What follows belongs to an exercise in optimizing a design on an open flow for small area, a short achievable clock period and few clock cycles; a production flow would make more cautious choices.
Function was not checked in any run shown here: the RTL went through the layout flow alone.
Power figures rest on the tool's default switching activity, not on a simulated workload.

**flow/design.v**
```verilog
module bmul16(a, b, s, c);
	input [15:0] a, b;
	output [31:0] s, c;
	wire one0 = b[0] ^ 1'b0;
	wire two0 = (b[1] & ~b[0] & ~1'b0) | (~b[1] & b[0] & 1'b0);
	wire neg0 = b[1];
	wire pp0_0 = ((one0 & a[0]) | (two0 & 1'b0)) ^ neg0;
	wire pp0_1 = ((one0 & a[1]) | (two0 & a[0])) ^ neg0;
	wire pp0_2 = ((one0 & a[2]) | (two0 & a[1])) ^ neg0;
	wire pp0_3 = ((one0 & a[3]) | (two0 & a[2])) ^ neg0;
	wire pp0_4 = ((one0 & a[4]) | (two0 & a[3])) ^ neg0;
	wire pp0_5 = ((one0 & a[5]) | (two0 & a[4])) ^ neg0;
	wire pp0_6 = ((one0 & a[6]) | (two0 & a[5])) ^ neg0;
	wire pp0_7 = ((one0 & a[7]) | (two0 & a[6])) ^ neg0;
	wire pp0_8 = ((one0 & a[8]) | (two0 & a[7])) ^ neg0;
	wire pp0_9 = ((one0 & a[9]) | (two0 & a[8])) ^ neg0;
	wire pp0_10 = ((one0 & a[10]) | (two0 & a[9])) ^ neg0;
	wire pp0_11 = ((one0 & a[11]) | (two0 & a[10])) ^ neg0;
	wire pp0_12 = ((one0 & a[12]) | (two0 & a[11])) ^ neg0;
	wire pp0_13 = ((one0 & a[13]) | (two0 & a[12])) ^ neg0;
	wire pp0_14 = ((one0 & a[14]) | (two0 & a[13])) ^ neg0;
	wire pp0_15 = ((one0 & a[15]) | (two0 & a[14])) ^ neg0;
	wire pp0_16 = ((one0 & a[15]) | (two0 & a[15])) ^ neg0;
	wire ne0 = ~pp0_16;
	wire one1 = b[2] ^ b[1];
	wire two1 = (b[3] & ~b[2] & ~b[1]) | (~b[3] & b[2] & b[1]);
	wire neg1 = b[3];
	wire pp1_0 = ((one1 & a[0]) | (two1 & 1'b0)) ^ neg1;
	wire pp1_1 = ((one1 & a[1]) | (two1 & a[0])) ^ neg1;
	wire pp1_2 = ((one1 & a[2]) | (two1 & a[1])) ^ neg1;
	wire pp1_3 = ((one1 & a[3]) | (two1 & a[2])) ^ neg1;
	wire pp1_4 = ((one1 & a[4]) | (two1 & a[3])) ^ neg1;
	wire pp1_5 = ((one1 & a[5]) | (two1 & a[4])) ^ neg1;
	wire pp1_6 = ((one1 & a[6]) | (two1 & a[5])) ^ neg1;
	wire pp1_7 = ((one1 & a[7]) | (two1 & a[6])) ^ neg1;
	wire pp1_8 = ((one1 & a[8]) | (two1 & a[7])) ^ neg1;
	wire pp1_9 = ((one1 & a[9]) | (two1 & a[8])) ^ neg1;
	wire pp1_10 = ((one1 & a[10]) | (two1 & a[9])) ^ neg1;
	wire pp1_11 = ((one1 & a[11]) | (two1 & a[10])) ^ neg1;
	wire pp1_12 = ((one1 & a[12]) | (two1 & a[11])) ^ neg1;
	wire pp1_13 = ((one1 & a[13]) | (two1 & a[12])) ^ neg1;
	wire pp1_14 = ((one1 & a[14]) | (two1 & a[13])) ^ neg1;
	wire pp1_15 = ((one1 & a[15]) | (two1 & a[14])) ^ neg1;
	wire pp1_16 = ((one1 & a[15]) | (two1 & a[15])) ^ neg1;
	wire ne1 = ~pp1_16;
	wire one2 = b[4] ^ b[3];
	wire two2 = (b[5] & ~b[4] & ~b[3]) | (~b[5] & b[4] & b[3]);
	wire neg2 = b[5];
	wire pp2_0 = ((one2 & a[0]) | (two2 & 1'b0)) ^ neg2;
	wire pp2_1 = ((one2 & a[1]) | (two2 & a[0])) ^ neg2;
	wire pp2_2 = ((one2 & a[2]) | (two2 & a[1])) ^ neg2;
	wire pp2_3 = ((one2 & a[3]) | (two2 & a[2])) ^ neg2;
	wire pp2_4 = ((one2 & a[4]) | (two2 & a[3])) ^ neg2;
	wire pp2_5 = ((one2 & a[5]) | (two2 & a[4])) ^ neg2;
	wire pp2_6 = ((one2 & a[6]) | (two2 & a[5])) ^ neg2;
	wire pp2_7 = ((one2 & a[7]) | (two2 & a[6])) ^ neg2;
	wire pp2_8 = ((one2 & a[8]) | (two2 & a[7])) ^ neg2;
	wire pp2_9 = ((one2 & a[9]) | (two2 & a[8])) ^ neg2;
	wire pp2_10 = ((one2 & a[10]) | (two2 & a[9])) ^ neg2;
	wire pp2_11 = ((one2 & a[11]) | (two2 & a[10])) ^ neg2;
	wire pp2_12 = ((one2 & a[12]) | (two2 & a[11])) ^ neg2;
	wire pp2_13 = ((one2 & a[13]) | (two2 & a[12])) ^ neg2;
	wire pp2_14 = ((one2 & a[14]) | (two2 & a[13])) ^ neg2;
	wire pp2_15 = ((one2 & a[15]) | (two2 & a[14])) ^ neg2;
	wire pp2_16 = ((one2 & a[15]) | (two2 & a[15])) ^ neg2;
	wire ne2 = ~pp2_16;
	wire one3 = b[6] ^ b[5];
	wire two3 = (b[7] & ~b[6] & ~b[5]) | (~b[7] & b[6] & b[5]);
	wire neg3 = b[7];
	wire pp3_0 = ((one3 & a[0]) | (two3 & 1'b0)) ^ neg3;
	wire pp3_1 = ((one3 & a[1]) | (two3 & a[0])) ^ neg3;
	wire pp3_2 = ((one3 & a[2]) | (two3 & a[1])) ^ neg3;
	wire pp3_3 = ((one3 & a[3]) | (two3 & a[2])) ^ neg3;
	wire pp3_4 = ((one3 & a[4]) | (two3 & a[3])) ^ neg3;
	wire pp3_5 = ((one3 & a[5]) | (two3 & a[4])) ^ neg3;
	wire pp3_6 = ((one3 & a[6]) | (two3 & a[5])) ^ neg3;
	wire pp3_7 = ((one3 & a[7]) | (two3 & a[6])) ^ neg3;
	wire pp3_8 = ((one3 & a[8]) | (two3 & a[7])) ^ neg3;
	wire pp3_9 = ((one3 & a[9]) | (two3 & a[8])) ^ neg3;
	wire pp3_10 = ((one3 & a[10]) | (two3 & a[9])) ^ neg3;
	wire pp3_11 = ((one3 & a[11]) | (two3 & a[10])) ^ neg3;
	wire pp3_12 = ((one3 & a[12]) | (two3 & a[11])) ^ neg3;
	wire pp3_13 = ((one3 & a[13]) | (two3 & a[12])) ^ neg3;
	wire pp3_14 = ((one3 & a[14]) | (two3 & a[13])) ^ neg3;
	wire pp3_15 = ((one3 & a[15]) | (two3 & a[14])) ^ neg3;
	wire pp3_16 = ((one3 & a[15]) | (two3 & a[15])) ^ neg3;
	wire ne3 = ~pp3_16;
	wire one4 = b[8] ^ b[7];
	wire two4 = (b[9] & ~b[8] & ~b[7]) | (~b[9] & b[8] & b[7]);
	wire neg4 = b[9];
	wire pp4_0 = ((one4 & a[0]) | (two4 & 1'b0)) ^ neg4;
	wire pp4_1 = ((one4 & a[1]) | (two4 & a[0])) ^ neg4;
	wire pp4_2 = ((one4 & a[2]) | (two4 & a[1])) ^ neg4;
	wire pp4_3 = ((one4 & a[3]) | (two4 & a[2])) ^ neg4;
	wire pp4_4 = ((one4 & a[4]) | (two4 & a[3])) ^ neg4;
	wire pp4_5 = ((one4 & a[5]) | (two4 & a[4])) ^ neg4;
	wire pp4_6 = ((one4 & a[6]) | (two4 & a[5])) ^ neg4;
	wire pp4_7 = ((one4 & a[7]) | (two4 & a[6])) ^ neg4;
	wire pp4_8 = ((one4 & a[8]) | (two4 & a[7])) ^ neg4;
	wire pp4_9 = ((one4 & a[9]) | (two4 & a[8])) ^ neg4;
	wire pp4_10 = ((one4 & a[10]) | (two4 & a[9])) ^ neg4;
	wire pp4_11 = ((one4 & a[11]) | (two4 & a[10])) ^ neg4;
	wire pp4_12 = ((one4 & a[12]) | (two4 & a[11])) ^ neg4;
	wire pp4_13 = ((one4 & a[13]) | (two4 & a[12])) ^ neg4;
	wire pp4_14 = ((one4 & a[14]) | (two4 & a[13])) ^ neg4;
	wire pp4_15 = ((one4 & a[15]) | (two4 & a[14])) ^ neg4;
	wire pp4_16 = ((one4 & a[15]) | (two4 & a[15])) ^ neg4;
	wire ne4 = ~pp4_16;
	wire one5 = b[10] ^ b[9];
	wire two5 = (b[11] & ~b[10] & ~b[9]) | (~b[11] & b[10] & b[9]);
	wire neg5 = b[11];
	wire pp5_0 = ((one5 & a[0]) | (two5 & 1'b0)) ^ neg5;
	wire pp5_1 = ((one5 & a[1]) | (two5 & a[0])) ^ neg5;
	wire pp5_2 = ((one5 & a[2]) | (two5 & a[1])) ^ neg5;
	wire pp5_3 = ((one5 & a[3]) | (two5 & a[2])) ^ neg5;
	wire pp5_4 = ((one5 & a[4]) | (two5 & a[3])) ^ neg5;
	wire pp5_5 = ((one5 & a[5]) | (two5 & a[4])) ^ neg5;
	wire pp5_6 = ((one5 & a[6]) | (two5 & a[5])) ^ neg5;
	wire pp5_7 = ((one5 & a[7]) | (two5 & a[6])) ^ neg5;
	wire pp5_8 = ((one5 & a[8]) | (two5 & a[7])) ^ neg5;
	wire pp5_9 = ((one5 & a[9]) | (two5 & a[8])) ^ neg5;
	wire pp5_10 = ((one5 & a[10]) | (two5 & a[9])) ^ neg5;
	wire pp5_11 = ((one5 & a[11]) | (two5 & a[10])) ^ neg5;
	wire pp5_12 = ((one5 & a[12]) | (two5 & a[11])) ^ neg5;
	wire pp5_13 = ((one5 & a[13]) | (two5 & a[12])) ^ neg5;
	wire pp5_14 = ((one5 & a[14]) | (two5 & a[13])) ^ neg5;
	wire pp5_15 = ((one5 & a[15]) | (two5 & a[14])) ^ neg5;
	wire pp5_16 = ((one5 & a[15]) | (two5 & a[15])) ^ neg5;
	wire ne5 = ~pp5_16;
	wire one6 = b[12] ^ b[11];
	wire two6 = (b[13] & ~b[12] & ~b[11]) | (~b[13] & b[12] & b[11]);
	wire neg6 = b[13];
	wire pp6_0 = ((one6 & a[0]) | (two6 & 1'b0)) ^ neg6;
	wire pp6_1 = ((one6 & a[1]) | (two6 & a[0])) ^ neg6;
	wire pp6_2 = ((one6 & a[2]) | (two6 & a[1])) ^ neg6;
	wire pp6_3 = ((one6 & a[3]) | (two6 & a[2])) ^ neg6;
	wire pp6_4 = ((one6 & a[4]) | (two6 & a[3])) ^ neg6;
	wire pp6_5 = ((one6 & a[5]) | (two6 & a[4])) ^ neg6;
	wire pp6_6 = ((one6 & a[6]) | (two6 & a[5])) ^ neg6;
	wire pp6_7 = ((one6 & a[7]) | (two6 & a[6])) ^ neg6;
	wire pp6_8 = ((one6 & a[8]) | (two6 & a[7])) ^ neg6;
	wire pp6_9 = ((one6 & a[9]) | (two6 & a[8])) ^ neg6;
	wire pp6_10 = ((one6 & a[10]) | (two6 & a[9])) ^ neg6;
	wire pp6_11 = ((one6 & a[11]) | (two6 & a[10])) ^ neg6;
	wire pp6_12 = ((one6 & a[12]) | (two6 & a[11])) ^ neg6;
	wire pp6_13 = ((one6 & a[13]) | (two6 & a[12])) ^ neg6;
	wire pp6_14 = ((one6 & a[14]) | (two6 & a[13])) ^ neg6;
	wire pp6_15 = ((one6 & a[15]) | (two6 & a[14])) ^ neg6;
	wire pp6_16 = ((one6 & a[15]) | (two6 & a[15])) ^ neg6;
	wire ne6 = ~pp6_16;
	wire one7 = b[14] ^ b[13];
	wire two7 = (b[15] & ~b[14] & ~b[13]) | (~b[15] & b[14] & b[13]);
	wire neg7 = b[15];
	wire pp7_0 = ((one7 & a[0]) | (two7 & 1'b0)) ^ neg7;
	wire pp7_1 = ((one7 & a[1]) | (two7 & a[0])) ^ neg7;
	wire pp7_2 = ((one7 & a[2]) | (two7 & a[1])) ^ neg7;
	wire pp7_3 = ((one7 & a[3]) | (two7 & a[2])) ^ neg7;
	wire pp7_4 = ((one7 & a[4]) | (two7 & a[3])) ^ neg7;
	wire pp7_5 = ((one7 & a[5]) | (two7 & a[4])) ^ neg7;
	wire pp7_6 = ((one7 & a[6]) | (two7 & a[5])) ^ neg7;
	wire pp7_7 = ((one7 & a[7]) | (two7 & a[6])) ^ neg7;
	wire pp7_8 = ((one7 & a[8]) | (two7 & a[7])) ^ neg7;
	wire pp7_9 = ((one7 & a[9]) | (two7 & a[8])) ^ neg7;
	wire pp7_10 = ((one7 & a[10]) | (two7 & a[9])) ^ neg7;
	wire pp7_11 = ((one7 & a[11]) | (two7 & a[10])) ^ neg7;
	wire pp7_12 = ((one7 & a[12]) | (two7 & a[11])) ^ neg7;
	wire pp7_13 = ((one7 & a[13]) | (two7 & a[12])) ^ neg7;
	wire pp7_14 = ((one7 & a[14]) | (two7 & a[13])) ^ neg7;
	wire pp7_15 = ((one7 & a[15]) | (two7 & a[14])) ^ neg7;
	wire pp7_16 = ((one7 & a[15]) | (two7 & a[15])) ^ neg7;
	wire ne7 = ~pp7_16;
	wire s1 = pp0_10 ^ pp1_8;
	wire c2 = pp0_10 & pp1_8;
	wire s3 = pp0_11 ^ pp1_9;
	wire c4 = pp0_11 & pp1_9;
	wire s5 = pp0_12 ^ pp1_10 ^ pp2_8;
	wire c6 = (pp0_12 & pp1_10) | (pp0_12 & pp2_8) | (pp1_10 & pp2_8);
	wire s7 = pp3_6 ^ pp4_4;
	wire c8 = pp3_6 & pp4_4;
	wire s9 = pp0_13 ^ pp1_11 ^ pp2_9;
	wire c10 = (pp0_13 & pp1_11) | (pp0_13 & pp2_9) | (pp1_11 & pp2_9);
	wire s11 = pp3_7 ^ pp4_5;
	wire c12 = pp3_7 & pp4_5;
	wire s13 = pp0_14 ^ pp1_12 ^ pp2_10;
	wire c14 = (pp0_14 & pp1_12) | (pp0_14 & pp2_10) | (pp1_12 & pp2_10);
	wire s15 = pp3_8 ^ pp4_6 ^ pp5_4;
	wire c16 = (pp3_8 & pp4_6) | (pp3_8 & pp5_4) | (pp4_6 & pp5_4);
	wire s17 = pp6_2 ^ pp7_0;
	wire c18 = pp6_2 & pp7_0;
	wire s19 = pp0_15 ^ pp1_13 ^ pp2_11;
	wire c20 = (pp0_15 & pp1_13) | (pp0_15 & pp2_11) | (pp1_13 & pp2_11);
	wire s21 = pp3_9 ^ pp4_7 ^ pp5_5;
	wire c22 = (pp3_9 & pp4_7) | (pp3_9 & pp5_5) | (pp4_7 & pp5_5);
	wire s23 = pp6_3 ^ pp7_1;
	wire c24 = pp6_3 & pp7_1;
	wire s25 = ne0 ^ pp1_14 ^ pp2_12;
	wire c26 = (ne0 & pp1_14) | (ne0 & pp2_12) | (pp1_14 & pp2_12);
	wire s27 = pp3_10 ^ pp4_8 ^ pp5_6;
	wire c28 = (pp3_10 & pp4_8) | (pp3_10 & pp5_6) | (pp4_8 & pp5_6);
	wire s29 = pp6_4 ^ pp7_2 ^ 1'b1;
	wire c30 = (pp6_4 & pp7_2) | (pp6_4 & 1'b1) | (pp7_2 & 1'b1);
	wire s31 = pp1_15 ^ pp2_13 ^ pp3_11;
	wire c32 = (pp1_15 & pp2_13) | (pp1_15 & pp3_11) | (pp2_13 & pp3_11);
	wire s33 = pp4_9 ^ pp5_7 ^ pp6_5;
	wire c34 = (pp4_9 & pp5_7) | (pp4_9 & pp6_5) | (pp5_7 & pp6_5);
	wire s35 = pp7_3 ^ 1'b1;
	wire c36 = pp7_3 & 1'b1;
	wire s37 = ne1 ^ pp2_14 ^ pp3_12;
	wire c38 = (ne1 & pp2_14) | (ne1 & pp3_12) | (pp2_14 & pp3_12);
	wire s39 = pp4_10 ^ pp5_8 ^ pp6_6;
	wire c40 = (pp4_10 & pp5_8) | (pp4_10 & pp6_6) | (pp5_8 & pp6_6);
	wire s41 = pp2_15 ^ pp3_13 ^ pp4_11;
	wire c42 = (pp2_15 & pp3_13) | (pp2_15 & pp4_11) | (pp3_13 & pp4_11);
	wire s43 = pp5_9 ^ pp6_7;
	wire c44 = pp5_9 & pp6_7;
	wire s45 = ne2 ^ pp3_14 ^ pp4_12;
	wire c46 = (ne2 & pp3_14) | (ne2 & pp4_12) | (pp3_14 & pp4_12);
	wire s47 = pp3_15 ^ pp4_13;
	wire c48 = pp3_15 & pp4_13;
	wire s49 = pp0_6 ^ pp1_4;
	wire c50 = pp0_6 & pp1_4;
	wire s51 = pp0_7 ^ pp1_5;
	wire c52 = pp0_7 & pp1_5;
	wire s53 = pp0_8 ^ pp1_6 ^ pp2_4;
	wire c54 = (pp0_8 & pp1_6) | (pp0_8 & pp2_4) | (pp1_6 & pp2_4);
	wire s55 = pp3_2 ^ pp4_0;
	wire c56 = pp3_2 & pp4_0;
	wire s57 = pp0_9 ^ pp1_7 ^ pp2_5;
	wire c58 = (pp0_9 & pp1_7) | (pp0_9 & pp2_5) | (pp1_7 & pp2_5);
	wire s59 = pp3_3 ^ pp4_1;
	wire c60 = pp3_3 & pp4_1;
	wire s61 = s1 ^ pp2_6 ^ pp3_4;
	wire c62 = (s1 & pp2_6) | (s1 & pp3_4) | (pp2_6 & pp3_4);
	wire s63 = pp4_2 ^ pp5_0 ^ neg5;
	wire c64 = (pp4_2 & pp5_0) | (pp4_2 & neg5) | (pp5_0 & neg5);
	wire s65 = c2 ^ s3 ^ pp2_7;
	wire c66 = (c2 & s3) | (c2 & pp2_7) | (s3 & pp2_7);
	wire s67 = pp3_5 ^ pp4_3 ^ pp5_1;
	wire c68 = (pp3_5 & pp4_3) | (pp3_5 & pp5_1) | (pp4_3 & pp5_1);
	wire s69 = c4 ^ s5 ^ s7;
	wire c70 = (c4 & s5) | (c4 & s7) | (s5 & s7);
	wire s71 = pp5_2 ^ pp6_0 ^ neg6;
	wire c72 = (pp5_2 & pp6_0) | (pp5_2 & neg6) | (pp6_0 & neg6);
	wire s73 = c6 ^ c8 ^ s9;
	wire c74 = (c6 & c8) | (c6 & s9) | (c8 & s9);
	wire s75 = s11 ^ pp5_3 ^ pp6_1;
	wire c76 = (s11 & pp5_3) | (s11 & pp6_1) | (pp5_3 & pp6_1);
	wire s77 = c10 ^ c12 ^ s13;
	wire c78 = (c10 & c12) | (c10 & s13) | (c12 & s13);
	wire s79 = s15 ^ s17 ^ neg7;
	wire c80 = (s15 & s17) | (s15 & neg7) | (s17 & neg7);
	wire s81 = c14 ^ c16 ^ c18;
	wire c82 = (c14 & c16) | (c14 & c18) | (c16 & c18);
	wire s83 = s19 ^ s21 ^ s23;
	wire c84 = (s19 & s21) | (s19 & s23) | (s21 & s23);
	wire s85 = c20 ^ c22 ^ c24;
	wire c86 = (c20 & c22) | (c20 & c24) | (c22 & c24);
	wire s87 = s25 ^ s27 ^ s29;
	wire c88 = (s25 & s27) | (s25 & s29) | (s27 & s29);
	wire s89 = c26 ^ c28 ^ c30;
	wire c90 = (c26 & c28) | (c26 & c30) | (c28 & c30);
	wire s91 = s31 ^ s33 ^ s35;
	wire c92 = (s31 & s33) | (s31 & s35) | (s33 & s35);
	wire s93 = c32 ^ c34 ^ c36;
	wire c94 = (c32 & c34) | (c32 & c36) | (c34 & c36);
	wire s95 = s37 ^ s39 ^ pp7_4;
	wire c96 = (s37 & s39) | (s37 & pp7_4) | (s39 & pp7_4);
	wire s97 = c38 ^ c40 ^ s41;
	wire c98 = (c38 & c40) | (c38 & s41) | (c40 & s41);
	wire s99 = s43 ^ pp7_5 ^ 1'b1;
	wire c100 = (s43 & pp7_5) | (s43 & 1'b1) | (pp7_5 & 1'b1);
	wire s101 = c42 ^ c44 ^ s45;
	wire c102 = (c42 & c44) | (c42 & s45) | (c44 & s45);
	wire s103 = pp5_10 ^ pp6_8 ^ pp7_6;
	wire c104 = (pp5_10 & pp6_8) | (pp5_10 & pp7_6) | (pp6_8 & pp7_6);
	wire s105 = c46 ^ s47 ^ pp5_11;
	wire c106 = (c46 & s47) | (c46 & pp5_11) | (s47 & pp5_11);
	wire s107 = pp6_9 ^ pp7_7 ^ 1'b1;
	wire c108 = (pp6_9 & pp7_7) | (pp6_9 & 1'b1) | (pp7_7 & 1'b1);
	wire s109 = c48 ^ ne3 ^ pp4_14;
	wire c110 = (c48 & ne3) | (c48 & pp4_14) | (ne3 & pp4_14);
	wire s111 = pp5_12 ^ pp6_10 ^ pp7_8;
	wire c112 = (pp5_12 & pp6_10) | (pp5_12 & pp7_8) | (pp6_10 & pp7_8);
	wire s113 = pp4_15 ^ pp5_13 ^ pp6_11;
	wire c114 = (pp4_15 & pp5_13) | (pp4_15 & pp6_11) | (pp5_13 & pp6_11);
	wire s115 = pp7_9 ^ 1'b1;
	wire c116 = pp7_9 & 1'b1;
	wire s117 = ne4 ^ pp5_14 ^ pp6_12;
	wire c118 = (ne4 & pp5_14) | (ne4 & pp6_12) | (pp5_14 & pp6_12);
	wire s119 = pp5_15 ^ pp6_13;
	wire c120 = pp5_15 & pp6_13;
	wire s121 = pp0_4 ^ pp1_2;
	wire c122 = pp0_4 & pp1_2;
	wire s123 = pp0_5 ^ pp1_3;
	wire c124 = pp0_5 & pp1_3;
	wire s125 = s49 ^ pp2_2 ^ pp3_0;
	wire c126 = (s49 & pp2_2) | (s49 & pp3_0) | (pp2_2 & pp3_0);
	wire s127 = c50 ^ s51 ^ pp2_3;
	wire c128 = (c50 & s51) | (c50 & pp2_3) | (s51 & pp2_3);
	wire s129 = c52 ^ s53 ^ s55;
	wire c130 = (c52 & s53) | (c52 & s55) | (s53 & s55);
	wire s131 = c54 ^ c56 ^ s57;
	wire c132 = (c54 & c56) | (c54 & s57) | (c56 & s57);
	wire s133 = c58 ^ c60 ^ s61;
	wire c134 = (c58 & c60) | (c58 & s61) | (c60 & s61);
	wire s135 = c62 ^ c64 ^ s65;
	wire c136 = (c62 & c64) | (c62 & s65) | (c64 & s65);
	wire s137 = c66 ^ c68 ^ s69;
	wire c138 = (c66 & c68) | (c66 & s69) | (c68 & s69);
	wire s139 = c70 ^ c72 ^ s73;
	wire c140 = (c70 & c72) | (c70 & s73) | (c72 & s73);
	wire s141 = c74 ^ c76 ^ s77;
	wire c142 = (c74 & c76) | (c74 & s77) | (c76 & s77);
	wire s143 = c78 ^ c80 ^ s81;
	wire c144 = (c78 & c80) | (c78 & s81) | (c80 & s81);
	wire s145 = c82 ^ c84 ^ s85;
	wire c146 = (c82 & c84) | (c82 & s85) | (c84 & s85);
	wire s147 = c86 ^ c88 ^ s89;
	wire c148 = (c86 & c88) | (c86 & s89) | (c88 & s89);
	wire s149 = c90 ^ c92 ^ s93;
	wire c150 = (c90 & c92) | (c90 & s93) | (c92 & s93);
	wire s151 = c94 ^ c96 ^ s97;
	wire c152 = (c94 & c96) | (c94 & s97) | (c96 & s97);
	wire s153 = c98 ^ c100 ^ s101;
	wire c154 = (c98 & c100) | (c98 & s101) | (c100 & s101);
	wire s155 = c102 ^ c104 ^ s105;
	wire c156 = (c102 & c104) | (c102 & s105) | (c104 & s105);
	wire s157 = c106 ^ c108 ^ s109;
	wire c158 = (c106 & c108) | (c106 & s109) | (c108 & s109);
	wire s159 = c110 ^ c112 ^ s113;
	wire c160 = (c110 & c112) | (c110 & s113) | (c112 & s113);
	wire s161 = c114 ^ c116 ^ s117;
	wire c162 = (c114 & c116) | (c114 & s117) | (c116 & s117);
	wire s163 = c118 ^ s119 ^ pp7_11;
	wire c164 = (c118 & s119) | (c118 & pp7_11) | (s119 & pp7_11);
	wire s165 = c120 ^ ne5 ^ pp6_14;
	wire c166 = (c120 & ne5) | (c120 & pp6_14) | (ne5 & pp6_14);
	wire s167 = pp6_15 ^ pp7_13;
	wire c168 = pp6_15 & pp7_13;
	wire s169 = pp0_2 ^ pp1_0;
	wire c170 = pp0_2 & pp1_0;
	wire s171 = pp0_3 ^ pp1_1;
	wire c172 = pp0_3 & pp1_1;
	wire s173 = s121 ^ pp2_0 ^ neg2;
	wire c174 = (s121 & pp2_0) | (s121 & neg2) | (pp2_0 & neg2);
	wire s175 = c122 ^ s123 ^ pp2_1;
	wire c176 = (c122 & s123) | (c122 & pp2_1) | (s123 & pp2_1);
	wire s177 = c124 ^ s125 ^ neg3;
	wire c178 = (c124 & s125) | (c124 & neg3) | (s125 & neg3);
	wire s179 = c126 ^ s127 ^ pp3_1;
	wire c180 = (c126 & s127) | (c126 & pp3_1) | (s127 & pp3_1);
	wire s181 = c128 ^ s129 ^ neg4;
	wire c182 = (c128 & s129) | (c128 & neg4) | (s129 & neg4);
	wire s183 = c130 ^ s131 ^ s59;
	wire c184 = (c130 & s131) | (c130 & s59) | (s131 & s59);
	wire s185 = c132 ^ s133 ^ s63;
	wire c186 = (c132 & s133) | (c132 & s63) | (s133 & s63);
	wire s187 = c134 ^ s135 ^ s67;
	wire c188 = (c134 & s135) | (c134 & s67) | (s135 & s67);
	wire s189 = c136 ^ s137 ^ s71;
	wire c190 = (c136 & s137) | (c136 & s71) | (s137 & s71);
	wire s191 = c138 ^ s139 ^ s75;
	wire c192 = (c138 & s139) | (c138 & s75) | (s139 & s75);
	wire s193 = c140 ^ s141 ^ s79;
	wire c194 = (c140 & s141) | (c140 & s79) | (s141 & s79);
	wire s195 = c142 ^ s143 ^ s83;
	wire c196 = (c142 & s143) | (c142 & s83) | (s143 & s83);
	wire s197 = c144 ^ s145 ^ s87;
	wire c198 = (c144 & s145) | (c144 & s87) | (s145 & s87);
	wire s199 = c146 ^ s147 ^ s91;
	wire c200 = (c146 & s147) | (c146 & s91) | (s147 & s91);
	wire s201 = c148 ^ s149 ^ s95;
	wire c202 = (c148 & s149) | (c148 & s95) | (s149 & s95);
	wire s203 = c150 ^ s151 ^ s99;
	wire c204 = (c150 & s151) | (c150 & s99) | (s151 & s99);
	wire s205 = c152 ^ s153 ^ s103;
	wire c206 = (c152 & s153) | (c152 & s103) | (s153 & s103);
	wire s207 = c154 ^ s155 ^ s107;
	wire c208 = (c154 & s155) | (c154 & s107) | (s155 & s107);
	wire s209 = c156 ^ s157 ^ s111;
	wire c210 = (c156 & s157) | (c156 & s111) | (s157 & s111);
	wire s211 = c158 ^ s159 ^ s115;
	wire c212 = (c158 & s159) | (c158 & s115) | (s159 & s115);
	wire s213 = c160 ^ s161 ^ pp7_10;
	wire c214 = (c160 & s161) | (c160 & pp7_10) | (s161 & pp7_10);
	wire s215 = c162 ^ s163 ^ 1'b1;
	wire c216 = (c162 & s163) | (c162 & 1'b1) | (s163 & 1'b1);
	wire s217 = c164 ^ s165 ^ pp7_12;
	wire c218 = (c164 & s165) | (c164 & pp7_12) | (s165 & pp7_12);
	wire s219 = c166 ^ s167 ^ 1'b1;
	wire c220 = (c166 & s167) | (c166 & 1'b1) | (s167 & 1'b1);
	wire s221 = c168 ^ ne6 ^ pp7_14;
	wire c222 = (c168 & ne6) | (c168 & pp7_14) | (ne6 & pp7_14);
	wire s223 = pp7_15 ^ 1'b1;
	wire c224 = pp7_15 & 1'b1;
	assign s = {1'b1, c224, c222, c220, c218, c216, c214, c212, c210, c208, c206, c204, c202, c200, c198, c196, c194, c192, c190, c188, c186, c184, c182, c180, c178, c176, c174, c172, c170, s169, pp0_1, pp0_0};
	assign c = {1'b0, ne7, s223, s221, s219, s217, s215, s213, s211, s209, s207, s205, s203, s201, s199, s197, s195, s193, s191, s189, s187, s185, s183, s181, s179, s177, s175, s173, s171, neg1, 1'b0, neg0};
endmodule
`timescale 1ns / 1ps
module levinson_top(clock, reset, start, done,
	scratch_mem_read_addr, scratch_mem_in,
	scratch_mem_write_addr, scratch_mem_out, scratch_mem_write_en);
	input clock, reset, start;
	output done;
	output [11:0] scratch_mem_read_addr;
	input [31:0] scratch_mem_in;
	output [11:0] scratch_mem_write_addr;
	output [31:0] scratch_mem_out;
	output scratch_mem_write_en;
	localparam [31:0] MAX32 = 32'h7fff_ffff;
	localparam [31:0] MIN32 = 32'h8000_0000;
	localparam [2:0] T_NONE = 3'd0, T_KK = 3'd1, T_AL = 3'd2, T_I1 = 3'd3,
	                 T_I2 = 3'd4, T_FI = 3'd5, T_U = 3'd6, T_S = 3'd7;
	localparam [2:0] C_NONE = 3'd0, C_AL = 3'd2, C_I1 = 3'd3, C_I2 = 3'd4,
	                 C_FI = 3'd5, C_NXT = 3'd6;
	localparam [1:0] M_IDLE = 2'd0, M_RUN = 2'd1, M_RST = 2'd2;
	function [31:0] sadd;    
		input [31:0] a, b;
		reg [31:0] s;
		begin
			s = a + b;
			if (a[31] == b[31] && s[31] != a[31])
				sadd = a[31] ? MIN32 : MAX32;
			else
				sadd = s;
		end
	endfunction
	function [31:0] fmt;     
		input [31:0] x;
		fmt = {x[31:16], 1'b0, x[15:1]};
	endfunction
	function [31:0] comp;    
		input [31:0] x;
		comp = {x[31:16], x[14:0], 1'b0};
	endfunction
	function [4:0] nrm;      
		input [31:0] x;
		reg [30:0] z;
		integer i;
		reg f;
		begin
			z = x[31:1] ^ x[30:0];
			nrm = x[31] ? 5'd31 : 5'd0;
			f = 1'b0;
			for (i = 30; i >= 0; i = i - 1)
				if (!f && z[i]) begin
					nrm = 30 - i;
					f = 1'b1;
				end
		end
	endfunction
	function [31:0] shl4;
		input [31:0] x;
		begin
			if (x[31] != x[30]) shl4 = x;
			else if (x[31] != x[29]) shl4 = {x[30:0], 1'b0};
			else if (x[31] != x[28]) shl4 = {x[29:0], 2'b0};
			else if (x[31] != x[27]) shl4 = {x[28:0], 3'b0};
			else shl4 = {x[27:0], 4'b0};
		end
	endfunction
	function [11:0] bufa;    
		input b;
		input [3:0] idx;
		bufa = {4'h1, b ? 4'h5 : 4'h3, idx};
	endfunction
	reg [1:0] mode;
	reg p0, p1, p2;
	reg ma_lo, mb_lo, t_lm, a_ld, sh_k, ng_k, ng_s;
	reg pro;                  
	reg [3:0] it;             
	reg lit;                  
	reg [2:0] jat, jbt, jct;
	reg [3:0] jak, jbk, jck, jrk;
	reg ja_l, jb_l, jc_l;     
	reg r_u, r_s, r_s0, r_sl, r_al, r_i2, r_fi;
	reg [2:0] ch;             
	reg [2:0] chw;            
	reg [3:0] nu, ns;         
	reg [3:0] ul, sl;         
	reg [3:0] du;             
	reg sfirst;
	reg uf1, uf2, uf3, sf1, sf2;
	reg young;                
	reg f1, f2, f3, f4;       
	reg t1, t2;               
	reg unst;
	reg [3:0] dcnt;           
	reg [15:0] rem;
	reg [16:0] d3;            
	reg [5:0] ec;             
	reg [3:0] rcn;            
	reg [3:0] wm;
	reg rnd;
	reg [31:0] X, Y, H, AD, acc, sum, K, alp, inv, MI;
	reg [31:0] ms, mc, T;
	reg [4:0] ex;
	reg [11:0] ra, wa;
	reg [31:0] wd;
	reg we, done_r;
	assign scratch_mem_read_addr = ra;
	assign scratch_mem_write_addr = wa;
	assign scratch_mem_out = wd;
	assign scratch_mem_write_en = we;
	assign done = done_r;
	wire [15:0] ma = ma_lo ? X[15:0] : X[31:16];
	wire [15:0] mb = mb_lo ? Y[15:0] : Y[31:16];
	wire [31:0] mps, mpc;
	bmul16 i_mul(.a(ma), .b(mb), .s(mps), .c(mpc));
	wire [31:0] P = ms + mc;
	wire p_big = (P == 32'h4000_0000);
	wire p_small = (P[31:3] == 29'd0) && (P[2:0] != 3'd0);
	wire [15:0] mq = p_small ? P[15:0] : (p_big ? 16'h7fff : P[30:15]);
	wire [31:0] t_next = t_lm ? (p_big ? MAX32 : {P[30:0], 1'b0}) : {{15{mq[15]}}, mq, 1'b0};
	wire [31:0] acc_next = a_ld ? T : sadd(acc, T);
	wire [31:0] sh_in = sh_k ? K : acc;
	wire [4:0] sh_n = sh_k ? ex : (r_fi ? 5'd2 : 5'd31);
	wire [4:0] sh_norm = nrm(sh_in);
	wire [4:0] sh_s = (sh_n < sh_norm) ? sh_n : sh_norm;
	wire [31:0] sh_out = sh_in << sh_s;
	wire [31:0] ng_in = ng_k ? K : (ng_s ? sum : acc);
	wire [31:0] ng_out = (ng_in == MIN32) ? MAX32 : (~ng_in + 32'd1);
	wire [31:0] oa = p2 ? (r_u ? acc : (r_s0 ? 32'd0 : sum)) :
	                 (lit ? ((sum[31] == sum[30]) ? {sum[30:1], 2'b00} : {sum[31:1], 1'b0}) : sum);
	wire [31:0] ob = p2 ? (r_u ? comp(AD) : acc) : (lit ? 32'h0000_8000 : comp(MI));
	wire [31:0] o_sum = sadd(oa, ob);
	wire [31:0] kk_post = {1'b0, ~(acc[31] ? ng_out[30:0] : acc[30:0])};    
	wire [31:0] i1_post = (acc == MIN32) ? 32'hffff_ffff :
	                      (acc[31] ? MAX32 : {1'b0, ~acc[30:0]});           
	wire u_avail = (ul != 4'd0);
	wire s_avail = (sl != 4'd0);
	wire [1:0] recent = {1'b0, uf1} + {1'b0, uf2} + {1'b0, uf3};
	wire s_ready = s_avail && (sfirst ? !young : (du >= {2'b0, recent}));
	wire fin_ok = !s_avail && !sf1 && !sf2;
	reg [2:0] dt;
	reg [3:0] dk;
	always @(*) begin
		dt = T_NONE;
		dk = 4'd0;
		if (ch == C_NXT) begin
			if (chw == 3'd0)
				dt = (it == 4'd9) ? T_U : T_KK;
		end else if (ch != C_NONE && chw == 3'd0 && (ch != C_FI || fin_ok)) begin
			dt = ch;
		end else if (u_avail && du < 4'd3) begin
			dt = T_U; dk = nu;
		end else if (s_ready) begin
			dt = T_S; dk = ns;
		end else if (u_avail) begin
			dt = T_U; dk = nu;
		end
	end
	wire signed [15:0] kh = K[31:16];
	wire k_unst = (kh > 16'sd32750) || (kh < -16'sd32750);
	wire [15:0] den = alp[31:16];
	wire [17:0] rb = {rem, 2'b00};                          
	wire [18:0] q1t = {1'b0, rb} - {3'b0, den};
	wire [18:0] q2t = {1'b0, rb} - {2'b0, den, 1'b0};
	wire [18:0] q3t = {1'b0, rb} - {2'b0, d3};
	wire [16:0] r2t = {rem, 1'b0} - {1'b0, den};            
	wire [3:0] um = it - 4'd1 - jck;    
	wire [3:0] rm = it - 4'd1 - jrk;    
	always @(posedge clock) begin
		ms <= mps;
		mc <= mpc;
		T <= t_next;
		acc <= acc_next;
		MI <= scratch_mem_in;
		we <= 1'b0;
		done_r <= 1'b0;
		if (dcnt != 4'd0) begin
			dcnt <= dcnt - 4'd1;
			if (dcnt == 4'd8) begin
				d3 <= {1'b0, den} + {den, 1'b0};
				rem <= r2t[16] ? {rem[14:0], 1'b0} : r2t[15:0];
				inv <= {15'd0, ~r2t[16], 16'd0};
			end else begin
				if (!q3t[18]) rem <= q3t[15:0];
				else if (!q2t[18]) rem <= q2t[15:0];
				else if (!q1t[18]) rem <= q1t[15:0];
				else rem <= rb[15:0];
				inv[31:16] <= {inv[29:16], !q3t[18] || !q2t[18], !q3t[18] || (q2t[18] && !q1t[18])};
			end
		end
		case (mode)
		M_IDLE: begin
			ra <= start ? 12'd273 : 12'd272;    
			mode <= start ? M_RUN : M_IDLE;
			pro <= start;
			p0 <= 1'b0; p1 <= 1'b1; p2 <= 1'b0;
			ma_lo <= 1'b0; mb_lo <= 1'b1; t_lm <= 1'b1; a_ld <= 1'b0;
			sh_k <= 1'b1; ng_k <= 1'b0; ng_s <= 1'b1;
			it <= 4'd0;
			lit <= 1'b0;
			ch <= C_I1;
			chw <= 3'd1;
			nu <= 4'd0; ns <= 4'd0; ul <= 4'd0; sl <= 4'd0; du <= 4'd0;
			sfirst <= 1'b1;
			uf1 <= 1'b0; uf2 <= 1'b0; uf3 <= 1'b0; sf1 <= 1'b0; sf2 <= 1'b0;
			young <= 1'b0;
			jat <= T_NONE; jbt <= T_NONE; jct <= T_NONE;
			r_u <= 1'b0; r_s <= 1'b0; r_s0 <= 1'b0; r_sl <= 1'b0;
			r_al <= 1'b0; r_i2 <= 1'b0; r_fi <= 1'b0;
			f1 <= 1'b0; f2 <= 1'b0; f3 <= 1'b0; f4 <= 1'b0;
			t1 <= 1'b0; t2 <= 1'b0;
			ec <= 6'd0;
		end
		M_RST: begin
			rcn <= rcn + 4'd1;
			if (rcn < 4'd10) ra <= 12'd321 + {8'd0, rcn};
			else ra <= 12'd358 + {8'd0, rcn};      
			if (rcn == 4'd0) begin
				we <= 1'b1; wa <= 12'd784; wd <= 32'd4096;
			end else if (rcn >= 4'd3 && rcn <= 4'd12) begin
				we <= 1'b1; wa <= 12'd782 + {8'd0, rcn}; wd <= MI;
			end else if (rcn >= 4'd13) begin
				we <= 1'b1; wa <= 12'd339 + {8'd0, rcn}; wd <= MI;
			end
			if (rcn == 4'd14) done_r <= 1'b1;
			if (rcn == 4'd15) begin
				mode <= M_IDLE;
				ra <= 12'd272;
			end
		end
		default: begin    
			p0 <= p2; p1 <= p0; p2 <= p1;
			ma_lo <= ~(p0 | p2); a_ld <= p1 & ~p0;
			mb_lo <= ~(p1 | p2); t_lm <= p0 & ~p2; sh_k <= p0 & ~p1;
			ng_s <= p0 | (p1 & p2); ng_k <= ~(p0 | p1);
			if (lit) ec <= ec + 6'd1;
			if (p0) begin
				if (jat == T_S) ra <= 12'd273 + {8'd0, jak};
				if (r_sl) ra <= 12'd273 + {8'd0, it};
				if (jbt == T_S) H <= MI;
				if (f1) begin
					if (!sum[31] && sum != 32'd0) K <= ng_out;
					f1 <= 1'b0;
					f2 <= 1'b1;
				end
				if (t1) begin
					sum <= o_sum;
					t1 <= 1'b0;
					t2 <= 1'b1;
				end
				if (f4) begin
					we <= 1'b1;
					wa <= 12'd351 + {8'd0, it};
					wd <= {{16{K[31]}}, K[31:16]};
					f4 <= 1'b0;
					if (unst) begin
						mode <= M_RST;
						rcn <= 4'd0;
						dcnt <= 4'd0;
					end
				end
				if (lit) begin
					if (rnd) sum <= o_sum;
					rnd <= 1'b0;
					if (ec == 6'd7) ra <= 12'd352;
					if (ec == 6'd10) ra <= 12'd353;
					if (ec == 6'd10 || ec == 6'd13) begin
						we <= 1'b1;
						wa <= (ec == 6'd10) ? 12'd368 : 12'd369;
						wd <= MI;
					end
					if (ec == 6'd16) begin
						we <= 1'b1;
						wa <= 12'd784;
						wd <= 32'd4096;
					end
				end
			end
			if (p1) begin
				if (jct == T_U) ra <= bufa(~it[0], um);
				if (r_u) AD <= MI;
				if (t2) begin
					H <= fmt(sum[31] ? ng_out : sum);
					t2 <= 1'b0;
				end
				if (f2) begin
					K <= sh_out;
					f2 <= 1'b0;
					f3 <= 1'b1;
				end
				if (lit && (ec == 6'd8 || (ec >= 6'd14 && ec <= 6'd38))) begin
					we <= 1'b1;
					wa <= {4'h3, 4'h1, wm};       
					wd <= {{16{sum[31]}}, sum[31:16]};
				end
				if (pro) begin
					sum <= 32'd0;
					t1 <= 1'b1;
				end
			end
			if (p2) begin
				if (jat == T_U) ra <= bufa(~it[0], jak + 4'd1);
				else if (jat == T_S) ra <= bufa(it[0], it - jak);
				if (r_u) begin
					if (lit) begin
						sum <= o_sum;
						rnd <= 1'b1;
						wm <= 4'd9 - jrk;
					end else begin
						we <= 1'b1;
						wa <= bufa(it[0], rm);
						wd <= fmt(o_sum);
					end
				end
				if (r_s) begin
					if (r_sl) begin
						sum <= shl4(o_sum);
						t1 <= 1'b1;
					end else
						sum <= o_sum;
				end
				if (r_al) begin
					alp <= fmt(sh_out);
					ex <= ({1'b0, ex} + {1'b0, sh_s} > 6'd31) ? 5'd31 : ex + sh_s;
					dcnt <= 4'd8;
					rem <= 16'h3fff;
				end
				if (r_i2) inv <= fmt(acc);
				if (r_fi) begin
					K <= sh_out;
					f1 <= 1'b1;
				end
				case (jbt)
				T_KK: begin X <= fmt(K); Y <= fmt(K); end
				T_AL: begin X <= alp; Y <= fmt(kk_post); end
				T_I1: begin X <= alp; Y <= inv; end
				T_I2: begin X <= fmt(i1_post); Y <= inv; end
				T_FI: begin X <= H; Y <= r_i2 ? fmt(acc) : inv; end
				T_U: begin X <= fmt(K); Y <= MI; end
				T_S: begin X <= H; Y <= MI; end
				default: ;
				endcase
				if (f3) begin
					we <= 1'b1;
					wa <= bufa(it[0], it);
					wd <= fmt({{4{K[31]}}, K[31:4]});
					unst <= (it >= 4'd2) && k_unst;
					f3 <= 1'b0;
					f4 <= 1'b1;
				end
				if (pro) begin
					pro <= 1'b0;
					alp <= MI;           
					ex <= 5'd0;
					dcnt <= 4'd8;
					rem <= 16'h3fff;
				end
				if (lit) begin
					if (ec == 6'd6) begin
						sum <= {{4{K[31]}}, K[31:5], 1'b0};
						rnd <= 1'b1;
						wm <= 4'd10;
					end
					if (ec == 6'd9 || (ec >= 6'd15 && ec <= 6'd39)) begin
						we <= 1'b1;
						wa <= {4'h1, 4'h4, wm};       
						wd <= {{16{sum[31]}}, sum[31:16]};
					end
					if (ec == 6'd39) done_r <= 1'b1;
				end
				jrk <= jck;
				r_u <= (jct == T_U);
				r_s <= (jct == T_S);
				r_s0 <= (jct == T_S) && (jck == 4'd0);
				r_sl <= (jct == T_S) && jc_l;
				r_al <= (jct == T_AL);
				r_i2 <= (jct == T_I2);
				r_fi <= (jct == T_FI);
				jct <= jbt; jck <= jbk; jc_l <= jb_l;
				jbt <= jat; jbk <= jak; jb_l <= ja_l;
				jat <= dt; jak <= dk; ja_l <= (dt == T_S) && (sl == 4'd1);
				uf3 <= uf2; uf2 <= uf1; uf1 <= (dt == T_U);
				sf2 <= sf1; sf1 <= (dt == T_S);
				young <= 1'b0;
				if (ch == C_NXT) begin
					if (chw == 3'd0) begin
						it <= it + 4'd1;
						ns <= 4'd0;
						sfirst <= 1'b1;
						young <= 1'b1;
						if (it == 4'd9) begin
							lit <= 1'b1;
							nu <= 4'd1;
							ul <= 4'd8;
							sl <= 4'd0;
							du <= 4'd1;
							ch <= C_NONE;
							ec <= 6'd1;
						end else begin
							nu <= 4'd0;
							ul <= it;
							sl <= it + 4'd1;
							du <= 4'd0;
							ch <= C_AL;
							chw <= 3'd1;
						end
					end else
						chw <= chw - 3'd1;
				end else if (dt == ch && ch != C_NONE) begin
					case (ch)
					C_AL: begin ch <= C_I1; chw <= 3'd4; end
					C_I1: begin ch <= C_I2; chw <= 3'd1; end
					C_I2: begin ch <= C_FI; chw <= 3'd1; end
					default: begin ch <= C_NXT; chw <= 3'd2; end
					endcase
				end else begin
					if (chw != 3'd0) chw <= chw - 3'd1;
					if (dt == T_U) begin
						nu <= nu + 4'd1;
						ul <= ul - 4'd1;
						du <= du + 4'd1;
					end
					if (dt == T_S) begin
						ns <= ns + 4'd1;
						sl <= sl - 4'd1;
						du <= du - 4'd1;
						sfirst <= 1'b0;
					end
				end
				if (lit && ec == 6'd39) begin
					mode <= M_IDLE;
					ra <= 12'd272;
				end
			end
		end
		endcase
		if (reset) begin
			mode <= M_IDLE;
			ra <= 12'd272;
			we <= 1'b0;
			done_r <= 1'b0;
		end
	end
endmodule
```
**flow/run.sh**
```bash
#!/bin/bash
# synth_recipe.tcl (not shown) runs the flow's synth.tcl, then flattens the netlist and writes it again
# the make line also repeats each setting of config.mk as NAME=value (left out here)
make -C /OpenROAD-flow-scripts/flow DESIGN_CONFIG=/design/flow/config.mk WORK_HOME=/design/flow/orfs CLKGATE_MAP_FILE= SYNTH_SCRIPT=/design/flow/synth_recipe.tcl finish
```
**flow/constraint.sdc**
```tcl
create_clock -name core_clock -period 20.0 [get_ports {clock}]
set_input_delay 4.0000 -clock core_clock [delete_from_list [all_inputs] [get_ports {clock}]]
set_output_delay 4.0000 -clock core_clock [all_outputs]
set_load 0.01 [all_outputs]
```
**flow/config.mk**
```make
export PLATFORM = sky130hd
export DESIGN_NAME = levinson_top
export DESIGN_NICKNAME = levinson_top
export VERILOG_FILES = /design/flow/design.v
export SDC_FILE = /design/flow/constraint.sdc
export NUM_CORES = 8
export LEC_CHECK = 0
export CAP_MARGIN = 20
export CORE_MARGIN = 2
export CORE_UTILIZATION = 30
export PLACE_DENSITY = 0.5
export SLEW_MARGIN = 20
```
==> results.json, run 1 <==
{
  "syn_inst": 6688,
  "max_slew_margin_pct": 18.7,
  "fillCellCount": 18800,
  "postRouteWirelength_um": 252000,
  "rows": 155,
  "synth_fa_ha_area_share_pct": 8.82,
  "avgSynthCellArea_um2": 8.09,
  "cpPeakStageDelay_ns": 0.85,
  "yosys.area_share.simple_pct": 15.6,
  "initial_core_util_pct": 30.3,
  "synth_compound_gate_area_share_pct": 27.7,
  "startpoint_type": "flip-flop",
  "min_period_ns": 9.00,
  "slew_violations": 0,
  "yosysSeqAreaShare_pct": 30.3,
  "drive_above_1_share_pct": 9.07,
  "worst_pin_slew_ns": 1.22,
  "synth_flop_cell": "edfxtp_1",
  "cts.sinks": 620,
  "hold_class": "flip-flop to flip-flop",
  "firstDrtPassIters": 10,
  "fin_ws_ns": 11.00,
  "synth_top_area_cell": "edfxtp_1",
  "numCtsBuffers": 81,
  "synthMuxAreaShare_pct": 7.74,
  "syn_nets": 7048,
  "fmax_mhz": 111,
  "yosys_warnings": 1,
  "clk_latency_ns": 0.71,
  "grt_pass1_vias": 50900,
  "setup_tns_ns": 0,
  "clockBufferDepth": 3,
  "top_layer": "met5",
  "crit_type": "flip-flop to flip-flop",
  "drt_iter0_drc": 7299,
  "wl_met1_um": 102000,
  "grt.total_usage_pct": 26.3,
  "multi_input_area_um2": 34600,
  "critical_path_arrival_ns": 9.52,
  "postLayoutCoreUtil_pct": 33.9,
  "core_um2": 179000,
  "synth-seq-cells": 620,
  "grt-ovfl-total": 0,
  "finalWeightedCongestion": 1.00,
  "ant_nets": 0,
  "synth_area_um2": 54100,
  "crit_path_top_delay_cell": "nor2_1",
  "skew_ns": 0.0396,
  "rsz0062_at_grt": "no",
  "async_reset_ff_share_pct": 0,
  "min_period_over_period_pct": 45.0,
  "end_kind": "flip-flop",
  "area_growth_pct": 12.0,
  "die_y_um": 429,
  "reg2reg_slack_ns": 11.00,
  "postCtsResizedCells": 0,
  "crit_required_ns": 20.52,
  "antenna_found_initial": 22,
  "ctsHoldBuffers": 0,
  "synth_cell_types": 103,
  "io_pins": 93,
  "outcome": "timing/DRC/antenna clean",
  "cts_setup_buffers": 0,
  "fin_total_pwr_mw": 9.66,
  "met3_length_um": 26600,
  "wl_met2_um": 108000,
  "viasPerCell": 6.09,
  "regArea_um2": 16400,
  "crit_family": "compound AO/OA/AOI/OAI gates",
  "post-route-drc-count": 0,
  "place_ws_ns": 11.17,
  "place_hpwl_um": 179000,
  "grt_max_degree": 84,
  "synth_top_area_share_pct": 22.0,
  "finalHoldViolations": 0,
  "cts.root.buffer_cell": "clkbuf_16",
  "ir_worst_vdd_v": 0.0000756,
  "path_max_fanout": 31,
  "dr_total_vias": 54600,
  "setup-violations-final": 0,
  "leakage_nw": 23.4,
  "final_common_cell": "a21oi_1",
  "grt_pass1_wl_um": 363000,
  "synth-xor-area-share_pct": 3.58,
  "cts_tree": "done",
  "clk_pin_slew_ns": 0.06,
  "wl_per_cell_um": 28.1,
  "synth_edf_count": 396,
  "htreeDepth": 3,
  "portBuffers": 92,
  "ys_top_cells_by_area": "edfxtp_1 (22%), dfxtp_1 (8.3%), a21oi_1 (6.3%), mux2i_1 (5.7%), o21ai_0 (5.7%)",
  "synth_top_family_by_area": "compound AO/OA/AOI/OAI gates",
  "final_cell_mix": "a21oi_1 (683), nor2_1 (644), nand2_1 (616)",
  "die_x_um": 429,
  "powerDensity_nw_per_um2": 159,
  "die-area_um2": 184000,
  "nets": 6892,
  "cap_violations": 0,
  "cp_num_buf_inv": 4
}
logic make-up after synthesis:
logic type               count (synthesis)
XOR/XNOR                               219
buffers and inverters                  871
adder cells (fa/ha/maj)                325
AND/OR/NAND/NOR                       1881
AO/OA/AOI/OAI                         2369
flip-flops                             620
multiplexers                           403
layout make-up:
type | instances | share of cell area, %
clock inverter | 50 | 0.925
antenna | 10 | 0.0413
clock buffer | 102 | 3.75
tap | 2355 | 4.86
sequential | 620 | 27.0
multi-input combinational | 5197 | 57.1
inverter | 307 | 1.90
timing repair buffer | 325 | 4.41
registers in the layout, summed over array words and instances, names as in the netlist, 5 cells and up:
register	count
H	32
K	32
d3	17
ex	5
Y	32
sum	32
MI	32
AD	31
inv	32
wa	12
mc	30
ms	31
acc	32
ra	12
rem	16
wd	32
ec	6
alp	32
T	32
X	32
cells in the mapped netlist, types with 94 or more instances:
cell type  count
a21oi_1      685
a221oi_1     117
clkbuf_1     484
dfxtp_1      224
edfxtp_1     396
fa_1          94
ha_1         231
inv_1        296
mux2i_1      307
nand2_1      617
nand3_1      118
nor2_1       657
nor3_1       118
o21ai_0      614
o22ai_1      126
xnor2_1      130
worst register-to-register path, delay by kind of cell (launching register included):
kind,cells,cell delay [ns]
buffers and inverters,4,0.98
DFF,1,0.66
adders and majority gates,3,1.15
and+or+nand+nor,8,2.21
AOI/OAI and AO/OA,13,3.60
xor gates and xnor gates,1,0.21
path summary, 6_finish.rpt:
kind	from	to	cells after the start
max	sum[30]	sum[17]	29
min	jbk[0]	jck[0]	0
max reg2reg	sum[30]	sum[17]	29
min reg2reg	jbk[0]	jck[0]	0
per-layer routing:
layer	vias to the layer above	global-route usage, %
li1	24400	-
met1	26300	34.4
met2	3157	39.7
met3	727	6.31
met4	12	14.4
met5	-	0
power by group:
| group | switching [mW] | internal, mW |
|---|---|---|
| combinational | 4.03 | 2.13 |
| sequential | 0.223 | 1.69 |
| clock | 0.666 | 0.921 |
metrics by stage:
step / hold WS (ns) / std cells / cell area, um2
detailed placement: 0.406 / 8804 / 57700
global placement: 0.404 / 8804 / 57700
CTS: 0.420 / 8956 / 60600
finish: 0.418 / 8966 / 60600
global route: 0.426 / 8956 / 60600
floorplan: 0.400 / 6688 / 54100
==> run 2, diff against run 1 <==
--- a/flow/design.v
+++ b/flow/design.v
@@ -435,28 +435,42 @@
 	endfunction
 	function [4:0] nrm;      
 		input [31:0] x;
-		reg [30:0] z;
+		reg [31:0] v;
+		reg [15:0] a1;  reg [15:0] c1;         
+		reg [7:0] a2;   reg [15:0] c2;         
+		reg [3:0] a3;   reg [11:0] c3;         
+		reg [1:0] a4;   reg [7:0] c4;          
 		integer i;
-		reg f;
 		begin
-			z = x[31:1] ^ x[30:0];
-			nrm = x[31] ? 5'd31 : 5'd0;
-			f = 1'b0;
-			for (i = 30; i >= 0; i = i - 1)
-				if (!f && z[i]) begin
-					nrm = 30 - i;
-					f = 1'b1;
-				end
+			v = {x[31:1] ^ x[30:0], 1'b1};
+			for (i = 0; i < 16; i = i + 1) begin
+				a1[i] = v[2*i+1] | v[2*i];
+				c1[i] = ~v[2*i+1];
+			end
+			for (i = 0; i < 8; i = i + 1) begin
+				a2[i] = a1[2*i+1] | a1[2*i];
+				c2[2*i +: 2] = a1[2*i+1] ? {1'b0, c1[2*i+1]} : {1'b1, c1[2*i]};
+			end
+			for (i = 0; i < 4; i = i + 1) begin
+				a3[i] = a2[2*i+1] | a2[2*i];
+				c3[3*i +: 3] = a2[2*i+1] ? {1'b0, c2[4*i+2 +: 2]} : {1'b1, c2[4*i +: 2]};
+			end
+			for (i = 0; i < 2; i = i + 1) begin
+				a4[i] = a3[2*i+1] | a3[2*i];
+				c4[4*i +: 4] = a3[2*i+1] ? {1'b0, c3[6*i+3 +: 3]} : {1'b1, c3[6*i +: 3]};
+			end
+			nrm = a4[1] ? {1'b0, c4[7:4]} : {1'b1, c4[3:0]};
+			if (x == 32'd0) nrm = 5'd0;
 		end
 	endfunction
-	function [31:0] shl4;
+	function [4:0] shl4s;    
 		input [31:0] x;
 		begin
-			if (x[31] != x[30]) shl4 = x;
-			else if (x[31] != x[29]) shl4 = {x[30:0], 1'b0};
-			else if (x[31] != x[28]) shl4 = {x[29:0], 2'b0};
-			else if (x[31] != x[27]) shl4 = {x[28:0], 3'b0};
-			else shl4 = {x[27:0], 4'b0};
+			if (x[31] != x[30]) shl4s = 5'b00001;
+			else if (x[31] != x[29]) shl4s = 5'b00010;
+			else if (x[31] != x[28]) shl4s = 5'b00100;
+			else if (x[31] != x[27]) shl4s = 5'b01000;
+			else shl4s = 5'b10000;
 		end
 	endfunction
 	function [11:0] bufa;    
@@ -492,6 +506,8 @@
 	reg [3:0] rcn;            
 	reg [3:0] wm;
 	reg rnd;
+	reg [4:0] s4;
+	reg sa_acc, sa_sum, sa_sh4, sa_r1, sa_r0, sb_ad, sb_acc, sb_mi, sb_r;
 	reg [31:0] X, Y, H, AD, acc, sum, K, alp, inv, MI;
 	reg [31:0] ms, mc, T;
 	reg [4:0] ex;
@@ -520,9 +536,13 @@
 	wire [31:0] sh_out = sh_in << sh_s;
 	wire [31:0] ng_in = ng_k ? K : (ng_s ? sum : acc);
 	wire [31:0] ng_out = (ng_in == MIN32) ? MAX32 : (~ng_in + 32'd1);
-	wire [31:0] oa = p2 ? (r_u ? acc : (r_s0 ? 32'd0 : sum)) :
-	                 (lit ? ((sum[31] == sum[30]) ? {sum[30:1], 2'b00} : {sum[31:1], 1'b0}) : sum);
-	wire [31:0] ob = p2 ? (r_u ? comp(AD) : acc) : (lit ? 32'h0000_8000 : comp(MI));
+	wire [31:0] sh4 = ({32{s4[0]}} & sum) | ({32{s4[1]}} & {sum[30:0], 1'b0}) |
+	                  ({32{s4[2]}} & {sum[29:0], 2'b0}) | ({32{s4[3]}} & {sum[28:0], 3'b0}) |
+	                  ({32{s4[4]}} & {sum[27:0], 4'b0});
+	wire [31:0] oa = ({32{sa_acc}} & acc) | ({32{sa_sum}} & sum) | ({32{sa_sh4}} & sh4) |
+	                 ({32{sa_r1}} & {sum[30:1], 2'b00}) | ({32{sa_r0}} & {sum[31:1], 1'b0});
+	wire [31:0] ob = ({32{sb_ad}} & comp(AD)) | ({32{sb_acc}} & acc) | ({32{sb_mi}} & comp(MI)) |
+	                 {16'd0, sb_r, 15'd0};
 	wire [31:0] o_sum = sadd(oa, ob);
 	wire [31:0] kk_post = {1'b0, ~(acc[31] ? ng_out[30:0] : acc[30:0])};    
 	wire [31:0] i1_post = (acc == MIN32) ? 32'hffff_ffff :
@@ -604,6 +624,8 @@
 			f1 <= 1'b0; f2 <= 1'b0; f3 <= 1'b0; f4 <= 1'b0;
 			t1 <= 1'b0; t2 <= 1'b0;
 			ec <= 6'd0;
+			sa_acc <= 1'b0; sa_sum <= 1'b0; sa_sh4 <= 1'b0; sa_r1 <= 1'b0; sa_r0 <= 1'b0;
+			sb_ad <= 1'b0; sb_acc <= 1'b0; sb_mi <= 1'b0; sb_r <= 1'b0;
 		end
 		M_RST: begin
 			rcn <= rcn + 4'd1;
@@ -628,6 +650,15 @@
 			mb_lo <= ~(p1 | p2); t_lm <= p0 & ~p2; sh_k <= p0 & ~p1;
 			ng_s <= p0 | (p1 & p2); ng_k <= ~(p0 | p1);
 			if (lit) ec <= ec + 6'd1;
+			sa_acc <= p1 & r_u;
+			sa_sum <= p1 & r_s & ~r_s0;
+			sb_ad <= p1 & r_u;
+			sb_acc <= p1 & r_s;
+			sa_sh4 <= p2 & ~lit;
+			sb_mi <= p2 & ~lit;
+			sb_r <= p2 & lit;
+			sa_r1 <= p2 & lit & ((lit && ec == 6'd6) || (r_u ? (o_sum[31] == o_sum[30]) : (sum[31] == sum[30])));
+			sa_r0 <= p2 & lit & ~((lit && ec == 6'd6) || (r_u ? (o_sum[31] == o_sum[30]) : (sum[31] == sum[30])));
 			if (p0) begin
 				if (jat == T_S) ra <= 12'd273 + {8'd0, jak};
 				if (r_sl) ra <= 12'd273 + {8'd0, it};
@@ -689,6 +720,7 @@
 				end
 				if (pro) begin
 					sum <= 32'd0;
+					s4 <= 5'b00001;
 					t1 <= 1'b1;
 				end
 			end
@@ -707,15 +739,13 @@
 					end
 				end
 				if (r_s) begin
-					if (r_sl) begin
-						sum <= shl4(o_sum);
-						t1 <= 1'b1;
-					end else
-						sum <= o_sum;
+					sum <= o_sum;
+					s4 <= shl4s(o_sum);
+					if (r_sl) t1 <= 1'b1;
 				end
 				if (r_al) begin
 					alp <= fmt(sh_out);
-					ex <= ({1'b0, ex} + {1'b0, sh_s} > 6'd31) ? 5'd31 : ex + sh_s;
+					ex <= ({1'b0, ex} + {1'b0, sh_norm} > 6'd31) ? 5'd31 : ex + sh_norm;
 					dcnt <= 4'd8;
 					rem <= 16'h3fff;
 				end
==> results.json, run 2 <==
{
  "clk_latency_ns": 0.72,
  "area_growth_pct": 12.0,
  "place_area_um2": 55500,
  "wl_per_cell_um": 27.3,
  "cts_setup_buffers": 0,
  "min_period_over_period_pct": 39.2,
  "yosys-top-cells-count": "nor2_1 (614), a21oi_1 (588), nand2_1 (520)",
  "yosysSeqAreaShare_pct": 32.2,
  "met3_usage_pct": 4.72,
  "finish.instance_area_um2": 58200,
  "nets": 6425,
  "drive_above_1_share_pct": 8.32,
  "portBuffers": 92,
  "drt_iter0_drc": 6445,
  "ys_top_cells_by_area": "edfxtp_1 (24%), dfxtp_1 (8.6%), ha_1 (5.9%), a21oi_1 (5.7%), mux2i_1 (4.8%)",
  "syn_nets": 6567,
  "startpoint_type": "flip-flop",
  "clk_pin_slew_ns": 0.06,
  "synth-seq-cells": 632,
  "die-area_um2": 177000,
  "worst_pin_slew_ns": 1.14,
  "numCtsBuffers": 80,
  "outcome": "timing/DRC/antenna clean",
  "fin_ws_ns": 12.15,
  "whs_ns": 0.417,
  "final_cell_mix": "nor2_1 (606), a21oi_1 (587), nand2_1 (519)",
  "hold-path-cell-count": 0,
  "rsz0062_at_grt": "no",
  "end_kind": "flip-flop",
  "switching_share_pct": 47.6,
  "ant_nets": 0,
  "crit_type": "flip-flop to flip-flop",
  "reg2reg_depth": 22,
  "dr_total_vias": 50600,
  "synth_top_area_cell": "edfxtp_1",
  "postCtsResizedCells": 0,
  "synth_cell_types": 96,
  "grt.total_usage_pct": 25.3,
  "setup_tns_ns": 0,
  "slew_violations": 0,
  "post-route-drc-count": 0,
  "cap_violations": 0,
  "cts_tree": "done",
  "grt_max_degree": 67,
  "syn_inst": 6194,
  "max_slew_margin_pct": 22.9,
  "final_common_cell": "nor2_1",
  "place_hpwl_um": 166000,
  "clockPowerShare_pct": 18.4,
  "grt_pass1_vias": 47200,
  "comb_power_share_pct": 57.5,
  "leakage_nw": 23.0,
  "firstDrtPassIters": 10,
  "ctsHoldBuffers": 0,
  "place_ws_ns": 12.31,
  "clockBufferDepth": 3,
  "powerDensity_nw_per_um2": 142,
  "viasPerCell": 6.00,
  "async_reset_ff_share_pct": 0,
  "hold_class": "flip-flop to flip-flop",
  "io_pins": 93,
  "synth_flop_cell": "edfxtp_1",
  "initial_core_util_pct": 30.2,
  "synth_edf_count": 408,
  "fillCellCount": 18100,
  "die_x_um": 420,
  "finalWeightedCongestion": 1.02,
  "fin_total_pwr_mw": 8.27,
  "fmax_mhz": 127,
  "finalHoldViolations": 0,
  "seqPwrFrac_pct": 24.1,
  "intPower_mw": 4.33,
  "crit_required_ns": 20.46,
  "antenna_found_initial": 9,
  "rows": 152,
  "cts.root.buffer_cell": "clkbuf_16",
  "avgSynthCellArea_um2": 8.39,
  "synth_area_um2": 52000,
  "synth_top_area_share_pct": 23.6,
  "grtUsageMet2_pct": 38.2,
  "globalRouteMet1Util_pct": 34.0,
  "path_max_fanout": 30,
  "ir_worst_vdd_v": 0.0000901,
  "postRouteWirelength_um": 230000,
  "core_um2": 172000,
  "critical_path_arrival_ns": 8.31,
  "die_y_um": 420,
  "grt-ovfl-total": 0,
  "grt_pass1_wl_um": 333000,
  "min_period_ns": 7.85,
  "setup-violations-final": 0,
  "cts.sinks": 632,
  "htreeDepth": 3,
  "yosys_warnings": 1,
  "post-synth-top-count-cell": "nor2_1",
  "grt.busiest_layer": "met2",
  "p_switching_mw": 3.94,
  "skew_ns": 0.0398
}
-- run 2: per-stage QoR --
stage,util (%),cells
after global placement,32.2,8275
after floorplan,-,6194
after global routing,33.9,8429
after CTS,33.9,8428
final,33.9,8434
after detailed placement,32.3,8279
-- run 2: cell families (layout without fill, tap and decap cells) --
logic type      after synthesis  after routing  share of synthesized area, %
other cells                   0              5                             0
fa+ha+maj                   338            338                          9.49
buf+inv                     844            769                          6.35
xor+xnor                    221            221                          3.80
compound gates             2088           2088                          26.2
flops                       632            632                          32.2
simple gates               1729           1729                          15.1
mux                         342            342                          6.84
-- run 2: cell type report --
| class | instances | area, um2 | share of cell area, % |
|---|---|---|---|
| Sequential cell | 632 | 16700 | 28.7 |
| Multi-Input combinational cell | 4718 | 32200 | 55.3 |
| Clock inverter | 30 | 324 | 0.556 |
| Clock buffer | 119 | 2390 | 4.11 |
| Inverter | 328 | 1230 | 2.11 |
| Antenna cell | 5 | 12.5 | 0.0215 |
| Timing Repair Buffer | 292 | 2460 | 4.23 |
| Tap cell | 2310 | 2890 | 4.96 |
-- run 2: per-layer routing --
layer | up-vias | wire [um]
met1 | 24500 | 95700
met5 | - | 69
li1 | 22700 | -
met3 | 570 | 21200
met4 | 12 | 14300
met2 | 2782 | 98900
-- run 2: critical path, cell delays in order (launching register included) --
cell and delay (ns):
edfxtp_1 0.81, a222oi_1 0.50, inv_1 0.07, a222oi_1 0.32, nand2_1 0.10, ha_1 0.36
a21o_1 0.18, a21o_1 0.18, a2111oi_0 0.62, o21bai_1 0.18, a21oi_1 0.20, o31a_1 0.15
and2_1 0.21, o21ai_0 0.16, o21a_1 0.21, o21ai_0 0.18, nor2b_1 0.23, fa_1 0.47
or3_1 0.72, a311oi_1 1.03, or2_2 0.28, nor2_1 0.05, a221o_1 0.35
-- run 2: worst paths after layout --
kind / from / to / slack (ns)
setup / recovery: s4[3] / s4[2] / 12.15
hold / removal: jbk[2] / jck[2] / 0.42
setup reg to reg: s4[3] / s4[2] / 12.15
hold reg to reg: jbk[2] / jck[2] / 0.42
-- run 2: power by group through the flow --
stage / logic (mW) / registers, mW / clock network [mW]
2_1_floorplan: 3.27 / 1.83 / 0
3_3_place_gp: 4.63 / 2.01 / 0
6_report: 4.76 / 1.99 / 1.52
4_1_cts: 4.68 / 1.98 / 1.55
3_5_place_dp: 4.65 / 2.00 / 0
5_1_grt: 5.18 / 2.00 / 1.59

re-timing with driven ports:
The results above use ideal ports. As a check the final layouts listed here were re-extracted and re-timed, cells and wires unchanged.
Step 1, drivers: a clkbuf_16 drives clock and a buf_2 each remaining input, both assumed.
Step 2 times the ports against the registers' clock, not the clock port: input delays grow and output delays shrink by t, the midpoint of the rising clock arrivals with the driver on.
a / b / c = ideal ports / drivers / drivers and shift; a / b = the first two.
| run | shift t [ns] | setup slack, ns | worst setup path after step 2 | clock arrival spread, ns | worst data-port slew with drivers (ns) |
|---|---|---|---|---|---|
| run 1 | 0.780 | 11.004 / 11.004 / 11.004 | register to register | 0.041 / 0.042 | 0.04 |
| run 2 | 0.785 | 12.153 / 12.153 / 12.153 | register to register | 0.040 / 0.040 | 0.05 |
After both steps every run listed still meets setup and hold.
